From an optimization exercise on the open Yosys and OpenROAD flow, aimed at small area and a short achievable clock period; shortcuts taken in it are not production practice. Only simulation tests tie the RTL to the original design; equivalence was not proved.

==> inputs of v33 <==
Design CTE, start of the top module:
module CTE ( clk, reset, op_mode, in_en, yuv_in, rgb_in, busy, out_valid, rgb_out, yuv_out);
Settings: LEC_CHECK=0, CAP_MARGIN=20, CORE_MARGIN=2, CORE_UTILIZATION=40, SLEW_MARGIN=20, SYNTH_HIERARCHICAL=1; clock period 25.0 ns.
standard.sh (not shown) runs the stock make flow with config.mk's settings and CLKGATE_MAP_FILE= SYNTH_SCRIPT=/design/flow/synth_recipe.tcl, a recipe that flattens the netlist after the stock synthesis.
==> flow/flow/run.sh <==
#!/bin/bash
# Standard layout (the standard.sh: standard synthesis and ORFS flow), with the
# port buffers made from buf_2 instead of the default delay buffer.
set -euo pipefail
bash standard.sh "BUFFER_PORTS_ARGS=-buffer_cell sky130_fd_sc_hd__buf_2" finish > standard_flow.log 2>&1
==> v26 (differences from v33) <==
==> flow/flow/run.sh (replaced) <==
#!/bin/bash
# Standard layout (the standard.sh: standard synthesis and ORFS flow), with the
# port buffers made from buf_1 instead of the default delay buffer, and timing repair aiming 16.25 ns above zero slack.
set -euo pipefail
bash standard.sh "BUFFER_PORTS_ARGS=-buffer_cell sky130_fd_sc_hd__buf_1" "SETUP_SLACK_MARGIN=16.25" finish > standard_flow.log 2>&1
==> impl_results.md <==
- Status: finished clean
- Place WS: 15.84 ns
- Hold Path End: cnt[0]$_DFFE_PP0P_
- Footprint of the multi-input gates: 5890 sq um
- Fin cells: 1123
Source of the figures above: v26

==> impl_results.md <==
- Hold Path End: valid_r$_DFFE_PP0P_
- Fin cells: 1100
- # rows: 50
- Total number of sequential cells: 46
- Place WS: 15.83 ns
- Footprint of the multi-input gates: 5740 sq um
- Status: finished clean
Source of the figures above: v33


========
==> job 3275 <==
Starting RTL as in the previous note.
export LEC_CHECK = 0
export CAP_MARGIN = 20
export CORE_MARGIN = 2
export CORE_UTILIZATION = 40
export SLEW_MARGIN = 20
export SYNTH_HIERARCHICAL = 1
create_clock -name core_clock -period 25.0 [get_ports {clk}]
==> flow/flow/run.sh <==
#!/bin/bash
# Standard layout (the standard.sh: standard synthesis and ORFS flow), with the
# port buffers made from buf_1 instead of the default delay buffer.
set -euo pipefail
bash standard.sh "BUFFER_PORTS_ARGS=-buffer_cell sky130_fd_sc_hd__buf_1" finish > standard_flow.log 2>&1
==> job 2948 (differences from job 3275) <==
CTS_BUF_LIST = sky130_fd_sc_hd__clkbuf_8   (was not set)
==> results by group <==
Worst setup path
  • Worst Path Buf+Inv: 1
  • Slowest Stage Delay on Critical Path: 570 ps

Finish
  • Multi-input combinational area share: 70.9%
  • Clock network area share: 1.01%

Detailed routing
  • First DRT Iteration DRCs: 455
  • Via count: 5,966

Global routing
  • First-pass GRT wire length: 31,800 um
  • All-layer global routing usage: 20.2%

Outcome
  • Outcome: complete, no violations
(the above is from job 2948)
==> results by group <==
Outcome
  • Outcome: complete, no violations

Finish
  • Clock network area share: 1.69%
  • Multi-input combinational area share: 70.4%

Global routing
  • First-pass GRT wire length: 31,800 um
  • All-layer global routing usage: 20.3%

Worst setup path
  • Slowest Stage Delay on Critical Path: 540 ps
  • Worst Path Buf+Inv: 2
(the above is from job 3275)

========
==> inputs of job 4216 <==
Another version of the RTL of CTE (not shown whole).
## CTE
module CTE ( clk, reset, op_mode, in_en, yuv_in, rgb_in, busy, out_valid, rgb_out, yuv_out);
input   clk ;
input   reset ;
input   op_mode;
input   in_en;
output  busy;
output  out_valid;
input   [7:0]   yuv_in;
output  [23:0]  rgb_out;
input   [23:0]  rgb_in;
output  [7:0]   yuv_out;
reg [1:0] cnt;
reg busy_r, valid_r;
reg [23:0] d;
reg [15:0] np;
assign busy = busy_r;
assign out_valid = valid_r;
CTE_m0 M0 (.yy(np[7:0]), .uu(d[23:16]), .vv(d[15:8]), .rgb(rgb_out));
wire [23:0] x = (cnt == 2'd0) ? rgb_in : d;
wire [15:0] na;
CTE_engA ENGA (.xr(x[23:16]), .xg(x[15:8]), .xb(x[7:0]), .su(cnt == 2'd0), .sy(cnt[0]), .sv(cnt == 2'd2), .n(na));
CTE_engB ENGB (.n(np), .q(yuv_out));
always @(posedge clk or posedge reset) begin
    if (reset) begin
        cnt <= 2'd0;
        busy_r <= 1'b0;
        valid_r <= 1'b0;
    end else if (op_mode) begin
        if (in_en) begin
            cnt <= cnt + 2'd1;
            busy_r <= ~cnt[0];
            valid_r <= 1'b1;
        end
    end else begin
        if (busy_r && valid_r) begin
            busy_r <= 1'b0;
            valid_r <= 1'b0;
        end else if (busy_r && cnt == 2'd0) begin
            valid_r <= 1'b1;
        end else if (busy_r) begin
            busy_r <= 1'b0;
            valid_r <= 1'b1;
  ...
export LEC_CHECK = 0
export CAP_MARGIN = 20
export CORE_MARGIN = 2
export CORE_UTILIZATION = 40
export SLEW_MARGIN = 20
create_clock -name core_clock -period 25.0 [get_ports {clk}]
run.sh (not shown) runs the stock make flow with config.mk's settings and CLKGATE_MAP_FILE= SYNTH_SCRIPT=/design/flow/synth_recipe.tcl, a recipe that flattens the netlist after the stock synthesis.
Stock flow here: none of the scripts above is used.
==> job 1234: changes against job 4216 <==
==> flow/flow/run.sh (new file) <==
#!/bin/bash
# Standard layout (the standard.sh: standard synthesis and ORFS flow), with the
# port buffers made from buf_2 instead of the default delay buffer, and timing repair aiming 16.5 ns above zero slack.
set -euo pipefail
bash standard.sh "BUFFER_PORTS_ARGS=-buffer_cell sky130_fd_sc_hd__buf_2" "SETUP_SLACK_MARGIN=16.5" finish > standard_flow.log 2>&1
==> flow/standard.sh (new file) <==
#!/bin/bash
# synth_recipe.tcl (not shown) runs the flow's synth.tcl, then flattens the netlist and writes it again
# the make line also repeats each setting of config.mk as NAME=value (left out here)
make -C /OpenROAD-flow-scripts/flow DESIGN_CONFIG=/design/flow/config.mk WORK_HOME=/design/flow/orfs CLKGATE_MAP_FILE= SYNTH_SCRIPT=/design/flow/synth_recipe.tcl "${@:-finish}"
removed: flow/run.sh
==> job 4208: changes against job 4216 <==
==> flow/flow/run.sh (new file) <==
#!/bin/bash
# Standard layout (the standard.sh: standard synthesis and ORFS flow), with the
# port buffers made from buf_2 instead of the default delay buffer, and timing repair aiming 18 ns above zero slack.
set -euo pipefail
bash standard.sh "BUFFER_PORTS_ARGS=-buffer_cell sky130_fd_sc_hd__buf_2" "SETUP_SLACK_MARGIN=18" finish > standard_flow.log 2>&1
==> flow/standard.sh (new file) <==
#!/bin/bash
# synth_recipe.tcl (not shown) runs the flow's synth.tcl, then flattens the netlist and writes it again
# the make line also repeats each setting of config.mk as NAME=value (left out here)
make -C /OpenROAD-flow-scripts/flow DESIGN_CONFIG=/design/flow/config.mk WORK_HOME=/design/flow/orfs CLKGATE_MAP_FILE= SYNTH_SCRIPT=/design/flow/synth_recipe.tcl "${@:-finish}"
removed: flow/run.sh
==> job 1766: changes against job 4216 <==
==> flow/flow/run.sh (new file) <==
#!/bin/bash
# Standard layout (the standard.sh: standard synthesis and ORFS flow), with the
# port buffers made from buf_2 instead of the default delay buffer.
set -euo pipefail
bash standard.sh "BUFFER_PORTS_ARGS=-buffer_cell sky130_fd_sc_hd__buf_2" finish > standard_flow.log 2>&1
==> flow/standard.sh (new file) <==
#!/bin/bash
# synth_recipe.tcl (not shown) runs the flow's synth.tcl, then flattens the netlist and writes it again
# the make line also repeats each setting of config.mk as NAME=value (left out here)
make -C /OpenROAD-flow-scripts/flow DESIGN_CONFIG=/design/flow/config.mk WORK_HOME=/design/flow/orfs CLKGATE_MAP_FILE= SYNTH_SCRIPT=/design/flow/synth_recipe.tcl "${@:-finish}"
removed: flow/run.sh
==> comparison <==
Job 4216 passed the timing, DRC and antenna checks. Job 1766 finished clean. Job 4208 finished clean. Job 1234 finished clean.
Critical path depth, lowest first: job 4216, job 1766, job 4208, job 1234.
Worst setup slack: job 4216 < job 1766 < job 4208 < job 1234.
Between job 1234 and job 1766, the lower hold slack is in job 1234 (gap 2.6 ps).
The lowest sequential share of layout area belongs to job 4208, the highest to job 1766.
The highest cell count belongs to job 4208, the lowest to job 1766.
Global-route usage is about the same in job 1766 and job 4216.
==> figures <==
| metric | job 1234 | job 4208 | job 4216 | job 1766 |
|---|---|---|---|---|
| Worst hold path depth | 1 | 2 | 1 | 1 |
| Fraction of the cycle the final worst path needs | 0.3724 | 0.3729 | 0.4096 | 0.3927 |
| Final weighted congestion of routability-driven global placement | 0.8633 | 0.9069 | 0.8909 | 0.8776 |
| Maximum achievable frequency | 107.4 MHz | 107.3 MHz | 97.66 MHz | 101.9 MHz |
| First element of the critical path | np[0] | np[3] | np[6] | np[6] |
| Met2 track utilization from global routing | 0.3539 | 0.3505 | 0.3308 | 0.3272 |
| Routed metal-1 wirelength | 9.375 mm | 9.558 mm | 8.853 mm | 8.901 mm |
| Register-to-Register Setup Slack | 17710 ps | 18320 ps | 18210 ps | 17670 ps |
| Fraction of final layout cells with drive strength greater than 1 | 0.2995 | 0.3393 | 0.02680 | 0.1009 |
| Status | timing/DRC/antenna clean | timing/DRC/antenna clean | timing/DRC/antenna clean | timing/DRC/antenna clean |
| Post-Place Worst Slack | 15590 ps | 15530 ps | 14980 ps | 15400 ps |

========
==> 10-17 <==
CTE, a different RTL version from the one above (not shown whole).
## CTE
module CTE ( clk, reset, op_mode, in_en, yuv_in, rgb_in, busy, out_valid, rgb_out, yuv_out);
export LEC_CHECK = 0
export CAP_MARGIN = 20
export CORE_MARGIN = 2
export CORE_UTILIZATION = 40
export SLEW_MARGIN = 20
export SYNTH_HIERARCHICAL = 1
create_clock -name core_clock -period 25.0 [get_ports {clk}]
standard.sh (not shown) runs the stock make flow with config.mk's settings and CLKGATE_MAP_FILE= SYNTH_SCRIPT=/design/flow/synth_recipe.tcl, a recipe that flattens the netlist after the stock synthesis.
==> flow/flow/run.sh <==
#!/bin/bash
# Standard layout (the standard.sh: standard synthesis and ORFS flow), with the
# port buffers made from buf_2 instead of the default delay buffer.
set -euo pipefail
bash standard.sh "BUFFER_PORTS_ARGS=-buffer_cell sky130_fd_sc_hd__buf_2" "SETUP_SLACK_MARGIN=15.8" finish > standard_flow.log 2>&1
==> inputs of 11-09, as changes to 10-17 <==
==> flow/flow/run.sh (replaced) <==
#!/bin/bash
# Standard layout (the standard.sh: standard synthesis and ORFS flow), with the
# port buffers made from buf_2 instead of the default delay buffer.
set -euo pipefail
bash standard.sh "BUFFER_PORTS_ARGS=-buffer_cell sky130_fd_sc_hd__buf_2" "SETUP_SLACK_MARGIN=16.1" finish > standard_flow.log 2>&1
==> comparison <==
11-09 completed without violations. 10-17 finished with timing, DRC and antenna clean.
Non-clock buffer count: 11-09 is higher than 10-17 (9).
Of 11-09 and 10-17, 11-09 has the higher via count (gap 0.55%, measured against 10-17).
Wire length: 10-17 is lower than 11-09 (about 0.45%).
Of 10-17 and 11-09, 10-17 has the higher worst hold slack (gap 0.0088 ns).

========
==> run H <==
Starting RTL as in the previous note.
export LEC_CHECK = 0
export CAP_MARGIN = 20
export CORE_MARGIN = 2
export CORE_UTILIZATION = 40
export SLEW_MARGIN = 20
export SYNTH_HIERARCHICAL = 1
create_clock -name core_clock -period 25.0 [get_ports {clk}]
==> flow/flow/run.sh <==
#!/bin/bash
# Standard layout (the standard.sh: standard synthesis and ORFS flow), with the
# port buffers made from buf_2 instead of the default delay buffer.
set -euo pipefail
bash standard.sh "BUFFER_PORTS_ARGS=-buffer_cell sky130_fd_sc_hd__buf_2" finish > standard_flow.log 2>&1
==> run C (differences from run H) <==
- ABC_AREA: default -> 1
==> run Y (differences from run H) <==
- ABC_CLOCK_PERIOD_IN_PS: default -> 4500
==> results.cfg <==
[global_route]
grtUsageTotal_pct = 17.74
grt_pass1_wl_mm = 28.18

[yosys]
synth_xor_area_share_pct = 3.678
yosys-top-cells-count = 128 x fa_1, 115 x nand2_1, 77 x ha_1
netlist_area_um2 = 7621
muxShareOfSynthArea_pct = 0.2955

[sta]
layout_setup_ws_ps = 15610

[place]
pre_cts_slack_ps = 15900

[finish]
multi_input_gates = 603

[status]
outcome = timing/DRC/antenna clean
Source of the figures above: run Y

==> results.cfg <==
[status]
outcome = timing/DRC/antenna clean

[hold_path]
hold_path_depth = 1

[sta]
fmax_mhz = 111.1
layout_setup_ws_ps = 16000

[finish]
largest_reg_flops = 24
stdcell_count = 1242
nets = 1212
multi_input_gates = 737
inv_count = 114

[yosys]
yosys_warnings = 7
ys_ff_latch = 44
netlist_area_um2 = 8110
yosys-top-cells-count = 217 x nand2_1, 128 x fa_1, 110 x inv_1
muxShareOfSynthArea_pct = 0

[setup_path]
arrival_ps = 4000
slowest_stage = edfxtp_1
cp.depth = 12

[global_route]
grtUsageTotal_pct = 19.82
grt_pass1_wl_mm = 33.40

[clocking]
ctsResizeCount = 0

[power]
Source of the figures above: run C

==> results.cfg <==
[place]
pre_cts_slack_ps = 15900

[yosys]
muxShareOfSynthArea_pct = 0.2955
synth_xor_area_share_pct = 3.678
syn-instance-count = 738
yosys-top-cells-count = 128 x fa_1, 115 x nand2_1, 77 x ha_1
netlist_area_um2 = 7621

[sta]
layout_setup_ws_ps = 15610
setup_viol = 0

[finish]
nClkBuffers = 6
multi_input_gates = 603

[routing]
vias_per_cell = 5.349

[global_route]
grtUsageTotal_pct = 17.74

[status]
outcome = timing/DRC/antenna clean
Source of the figures above: run H


========
==> amber: inputs <==
CTE with an RTL version that a note above also has.
==> flow/config.mk <==
export PLATFORM = sky130hd
export DESIGN_NAME = CTE
export DESIGN_NICKNAME = CTE
export VERILOG_FILES = /design/flow/design.v
export SDC_FILE = /design/flow/constraint.sdc
export NUM_CORES = 4
export LEC_CHECK = 0
export CAP_MARGIN = 20
export CORE_MARGIN = 2
export CORE_UTILIZATION = 40
export SLEW_MARGIN = 20
export SYNTH_HIERARCHICAL = 1
==> flow/constraint.sdc <==
create_clock -name core_clock -period 25.0 [get_ports {clk}]
set_input_delay 5.0000 -clock core_clock [delete_from_list [all_inputs] [get_ports {clk}]]
set_output_delay 5.0000 -clock core_clock [all_outputs]
set_load 0.01 [all_outputs]
Scripts as last shown in full above: flow/flow/run.sh
==> willow: changes against amber <==
==> flow/flow/run.sh (replaced) <==
#!/bin/bash
# Standard layout (the standard.sh: standard synthesis and ORFS flow), with the
# port buffers made from buf_2 instead of the default delay buffer, and timing repair aiming 15 ns above zero slack.
set -euo pipefail
bash standard.sh "BUFFER_PORTS_ARGS=-buffer_cell sky130_fd_sc_hd__buf_2" "SETUP_SLACK_MARGIN=15" finish > standard_flow.log 2>&1
- SYNTH_HIERARCHICAL: 1 -> unset
==> qor summary <==
Run status: amber finished clean; willow finished clean
Clock period minus worst slack: amber 9.44 ns; willow 9.72 ns
Pin count of the biggest net entering global routing: amber 50; willow 40
GR Layer Usage met3: amber 1.48%; willow 1.88%
Synthesized instance count: amber 828; willow 911
Worst-margin pin slew: amber 1.02 ns; willow 0.994 ns
Starting density of the core: amber 40.6%; willow 40.7%
Number of multi-input combinational cells: amber 669; willow 637
Unique masters post-synth: amber 76; willow 53
Ratio of cells with drive above 1 in the final layout: amber 16.3%; willow 10.4%
Vias in the first global route: amber 6,240; willow 6,276

## port drivers added, routing unchanged
The flow's constraints put no driver on any port. The routed layouts listed below were extracted and timed again, unchanged, in two steps.
Step 1 assumes that a clkbuf_16 drives the clock port and a buf_2 every other input.
Step 2 adds t to the input delays and takes it off the output delays; t is the mean of the earliest and latest rising clock arrival at the registers after step 1. Input paths then give back, and output paths get back, about the clock's delay inside the block.
a / b / c = ideal / step 1 / step 2; a / b = the first two.
| run | t (ns) | setup WS [ns] | worst hold slack (ns) | worst register clock-pin slew, ns | cell pins on the clock port's net |
|---|---|---|---|---|---|
| v33 | 0.337 | 16.099 / 16.104 / 15.782 | 0.608 / 0.608 / 0.608 | 0.07 / 0.07 | 1 |
| v26 | 0.337 | 16.184 / 16.203 / 15.866 | 0.606 / 0.606 / 0.606 | 0.08 / 0.08 | 1 |
| job 3275 | 0.336 | 16.092 / 16.109 / 15.773 | 0.619 / 0.619 / 0.619 | 0.07 / 0.07 | 1 |
| job 2948 | 0.358 | 16.121 / 16.087 / 15.778 | 0.622 / 0.622 / 0.622 | 0.09 / 0.09 | 1 |
| job 4216 | 0.325 | 14.760 / 14.724 / 15.038 | 0.601 / 0.601 / 0.601 | 0.06 / 0.06 | 1 |
| job 1234 | 0.339 | 15.690 / 15.649 / 15.813 | 0.602 / 0.602 / 0.602 | 0.08 / 0.08 | 1 |
| job 4208 | 0.329 | 15.677 / 15.638 / 15.838 | 0.615 / 0.615 / 0.615 | 0.07 / 0.07 | 1 |
| job 1766 | 0.326 | 15.182 / 15.143 / 15.358 | 0.605 / 0.605 / 0.605 | 0.06 / 0.06 | 1 |
| 10-17 | 0.328 | 15.904 / 15.866 / 15.930 | 0.598 / 0.598 / 0.598 | 0.07 / 0.07 | 1 |
| 11-09 | 0.329 | 15.867 / 15.829 / 16.013 | 0.589 / 0.589 / 0.589 | 0.07 / 0.07 | 1 |
| run H | 0.327 | 15.614 / 15.576 / 15.903 | 0.598 / 0.598 / 0.598 | 0.07 / 0.07 | 1 |
| run C | 0.332 | 16.001 / 15.960 / 16.176 | 0.568 / 0.568 / 0.568 | 0.07 / 0.07 | 1 |
| run Y | 0.327 | 15.614 / 15.576 / 15.903 | 0.598 / 0.598 / 0.598 | 0.07 / 0.07 | 1 |
| amber | 0.320 | 15.564 / 15.584 / 15.264 | 0.569 / 0.569 / 0.569 | 0.06 / 0.06 | 1 |
| willow | 0.326 | 15.278 / 15.239 / 15.380 | 0.605 / 0.605 / 0.605 | 0.06 / 0.06 | 1 |
After both steps every run listed still meets setup and hold. The setup slack of job 2948, which loses most, moves by -0.034 ns with the drivers and by -0.343 ns with both steps.
